Source: an optimization exercise on an open RTL-to-GDS flow (aim: small area, a short achievable clock period and few clock cycles per item). Production flows keep margins and buffers that such runs may drop. At most, simulation tests tie the RTL to the original design; equivalence was not proved.

==> 04-25: inputs <==
## systolic_array_matrix_mul
module systolic_array_matrix_mul #(
    parameter N = 4,             
    parameter DATA_WIDTH = 16    
) (
    input  logic                            clk,
    input  logic                            reset,
    input  logic                            start,
    input  logic [N*N*DATA_WIDTH-1:0]       matrix_a,  
    input  logic [N*N*DATA_WIDTH-1:0]       matrix_b,  
    output logic [N*N*DATA_WIDTH-1:0]       matrix_c,  
    output logic                            done
);
==> module systolic_array_matrix_mul, before the edit <==
module systolic_array_matrix_mul #(
    parameter N = 4,             
    parameter DATA_WIDTH = 16    
) (
    input  logic                            clk,
    input  logic                            reset,
    input  logic                            start,
    input  logic [N*N*DATA_WIDTH-1:0]       matrix_a,  
    input  logic [N*N*DATA_WIDTH-1:0]       matrix_b,  
    output logic [N*N*DATA_WIDTH-1:0]       matrix_c,  
    output logic                            done
);
    logic [DATA_WIDTH-1:0] a_in [N];        
    logic [DATA_WIDTH-1:0] b_in [N];        
    logic [DATA_WIDTH-1:0] a_flow [N][N];   
    logic [DATA_WIDTH-1:0] b_flow [N][N];   
    logic [DATA_WIDTH-1:0] c_partial [N][N];  
    typedef enum logic [1:0] {IDLE, COMPUTE, DONE} state_t;
    state_t state;
    logic [$clog2(3*N)-1:0] cycle_count;
    logic clear;
    assign clear = (state == IDLE) && start;
    genvar i, j;
    generate
        for (i = 0; i < N; i++) begin : row_gen
            for (j = 0; j < N; j++) begin : col_gen
                pe #(
                    .DATA_WIDTH(DATA_WIDTH)
                ) pe_inst (
                    .clk(clk),
                    .reset(reset),
                    .clear(clear),
                    .a_in( j == 0 ? a_in[i] : a_flow[i][j-1] ),
                    .b_in( i == 0 ? b_in[j] : b_flow[i-1][j] ),
                    .a_out(a_flow[i][j]),
                    .b_out(b_flow[i][j]),
                    .c_out(c_partial[i][j])
                );
            end
        end
    endgenerate
    always_ff @(posedge clk or posedge reset) begin
        if (reset) begin
            state <= IDLE;
            cycle_count <= 0;
            done <= 0;
            matrix_c <= 0;
        end else begin
            done <= 0;
            case (state)
                IDLE: begin
                    cycle_count <= 0;
                    if (start) state <= COMPUTE;
                end
                COMPUTE: begin
                    cycle_count <= cycle_count + 1;
                    if (cycle_count == 3*N - 3) state <= DONE;
                end
                DONE: begin
                    for (int r = 0; r < N; r++) begin
                        for (int c = 0; c < N; c++) begin
                            matrix_c[(r*N+c)*DATA_WIDTH +: DATA_WIDTH] <= c_partial[r][c];
                        end
                    end
                    done <= 1;
                    state <= IDLE;
                end
                default: state <= IDLE;
            endcase
        end
    end
    always_comb begin
        for (int i = 0; i < N; i++) begin
            a_in[i] = 0;
            for (int k = 0; k < N; k++)
                if (state == COMPUTE && cycle_count == i + k)
                    a_in[i] = matrix_a[(i*N+k)*DATA_WIDTH +: DATA_WIDTH];
        end
        for (int j = 0; j < N; j++) begin
            b_in[j] = 0;
            for (int k = 0; k < N; k++)
                if (state == COMPUTE && cycle_count == j + k)
                    b_in[j] = matrix_b[(k*N+j)*DATA_WIDTH +: DATA_WIDTH];
        end
    end
endmodule
==> module pe, before the edit <==
module pe #(
    parameter DATA_WIDTH = 16
) (
    input  logic                  clk,
    input  logic                  reset,
    input  logic                  clear,    
    input  logic [DATA_WIDTH-1:0] a_in,     
    input  logic [DATA_WIDTH-1:0] b_in,     
    output logic [DATA_WIDTH-1:0] a_out,    
    output logic [DATA_WIDTH-1:0] b_out,    
    output logic [DATA_WIDTH-1:0] c_out     
);
    logic [DATA_WIDTH-1:0] c_reg;
    always_ff @(posedge clk or posedge reset) begin
        if (reset) begin
            c_reg <= 0;
            a_out <= 0;
            b_out <= 0;
        end else begin
            if (clear)
                c_reg <= 0;
            else
                c_reg <= c_reg + (a_in * b_in);  
            a_out <= a_in;                   
            b_out <= b_in;                   
        end
    end
    assign c_out = c_reg;
endmodule
clock: 9.0 ns
lec_check: 0
cap_margin: 20
core_margin: 2
core_utilization: 40
place_density: 0.6
slew_margin: 20
run.sh (not shown) runs the stock make flow with config.mk's settings and CLKGATE_MAP_FILE= SYNTH_SCRIPT=/design/flow/synth_recipe.tcl, a recipe that flattens the netlist after the stock synthesis.
==> 10-24: changes against 04-25 <==
==> flow/design.v (replaced) <==
`timescale 1ns / 1ps
module systolic_array_matrix_mul #(
    parameter N = 4,
    parameter DATA_WIDTH = 16
) (
    input  logic                            clk,
    input  logic                            reset,
    input  logic                            start,
    input  logic [N*N*DATA_WIDTH-1:0]       matrix_a,
    input  logic [N*N*DATA_WIDTH-1:0]       matrix_b,
    output logic [N*N*DATA_WIDTH-1:0]       matrix_c,
    output logic                            done
);
    logic       busy;
    logic [1:0] k;           
    logic [DATA_WIDTH-1:0] a_sel [N];
    logic [DATA_WIDTH-1:0] b_sel [N];
    always_comb begin
        for (int i = 0; i < N; i++) begin
            a_sel[i] = matrix_a[(i*N+k)*DATA_WIDTH +: DATA_WIDTH];
            b_sel[i] = matrix_b[(k*N+i)*DATA_WIDTH +: DATA_WIDTH];
        end
    end
    always_ff @(posedge clk or posedge reset) begin
        if (reset) begin
            busy <= 1'b0;
            k    <= 2'd0;
            done <= 1'b0;
        end else begin
            done <= busy && (k == 2'd3);
            if (!busy) begin
                if (start) begin
                    busy <= 1'b1;
                    k    <= 2'd1;
                end else begin
                    k    <= 2'd0;
                end
            end else begin
                k <= k + 2'd1;
                if (k == 2'd3) begin
                    busy <= 1'b0;
                    k    <= 2'd0;
                end
            end
        end
    end
    always_ff @(posedge clk) begin
        for (int r = 0; r < N; r++)
            for (int c = 0; c < N; c++)
                if (!busy)
                    matrix_c[(r*N+c)*DATA_WIDTH +: DATA_WIDTH] <= a_sel[r] * b_sel[c];
                else
                    matrix_c[(r*N+c)*DATA_WIDTH +: DATA_WIDTH] <=
                        matrix_c[(r*N+c)*DATA_WIDTH +: DATA_WIDTH] + a_sel[r] * b_sel[c];
    end
endmodule
==> flow/flow/run.sh (new file) <==
#!/bin/bash
# The standard layout (the standard.sh), with one change: the buffers that
# placement puts on every input and output port are buf_2 cells, which the
# resizer may then size, instead of the slow delay-buffer cell buffer_ports
# picks by default.  Each tool's output goes to a log in this folder.
set -euo pipefail
bash standard.sh BUFFER_PORTS_ARGS="-buffer_cell sky130_fd_sc_hd__buf_2" > layout.log 2>&1
==> flow/standard.sh (new file) <==
#!/bin/bash
# synth_recipe.tcl (not shown) runs the flow's synth.tcl, then flattens the netlist and writes it again
# the make line also repeats each setting of config.mk as NAME=value (left out here)
make -C /OpenROAD-flow-scripts/flow DESIGN_CONFIG=/design/flow/config.mk WORK_HOME=/design/flow/orfs CLKGATE_MAP_FILE= SYNTH_SCRIPT=/design/flow/synth_recipe.tcl "${@:-finish}"
- SETUP_SLACK_MARGIN: unset -> 1.5
removed: flow/run.sh
==> run summary <==
item	10-24	04-25
Clock slew at the register clock pins of the worst setup and hold paths	0.06 ns	0.07 ns
Wire length of the first global-routing pass	518000 um	514000 um
Setup repair after global routing missed its margin	yes	no
Post-CTS resize count	413	0
Post-synthesis adder-cell area fraction	46.8%	40.5%
Layout net count	14200	14000
Grt met1 use	40.9%	32.7%
Result of the run	timing/DRC/antenna clean	timing/DRC/antenna clean
Post-Synthesis Net Count	12800	13300
Met2 track demand over resource in global routing	51.1%	46.4%
Type of origin of the critical path	input pin	flop
Maximum fanout encountered on the critical timing path	6	20
Actual slew at the worst max-slew pin	1.23 ns	1.23 ns
Diode insertion count for antenna repair	24	26
Testbench counts of 10-24, summed over its fixed seeds: cycles 1,288, items 320.
Only the layout flow was run in 04-25; the RTL was not checked for function there.

re-timing with driven ports:
The results above use ideal ports. As a check the final layouts listed here were re-extracted and re-timed, cells and wires unchanged. Step 1 assumes that a clkbuf_16 drives the clock port and a buf_2 every other input. Step 2, shift: input delay + t, output delay - t, t = (earliest + latest rising clock arrival at the registers) / 2. This alone moves slack from input paths to output paths. Three values: ideal, step 1, step 2; two values: the first two.
run	t, ns	setup slack, ns	worst setup path after step 2
04-25	0.889	0.369 / 0.369 / 0.201	input to register
10-24	0.746	1.087 / 1.047 / 0.301	input to register
After both steps every run listed still meets setup and hold. For 10-24, which loses most, drivers alone change the setup slack by -0.040 ns; drivers and shift together by -0.786 ns.
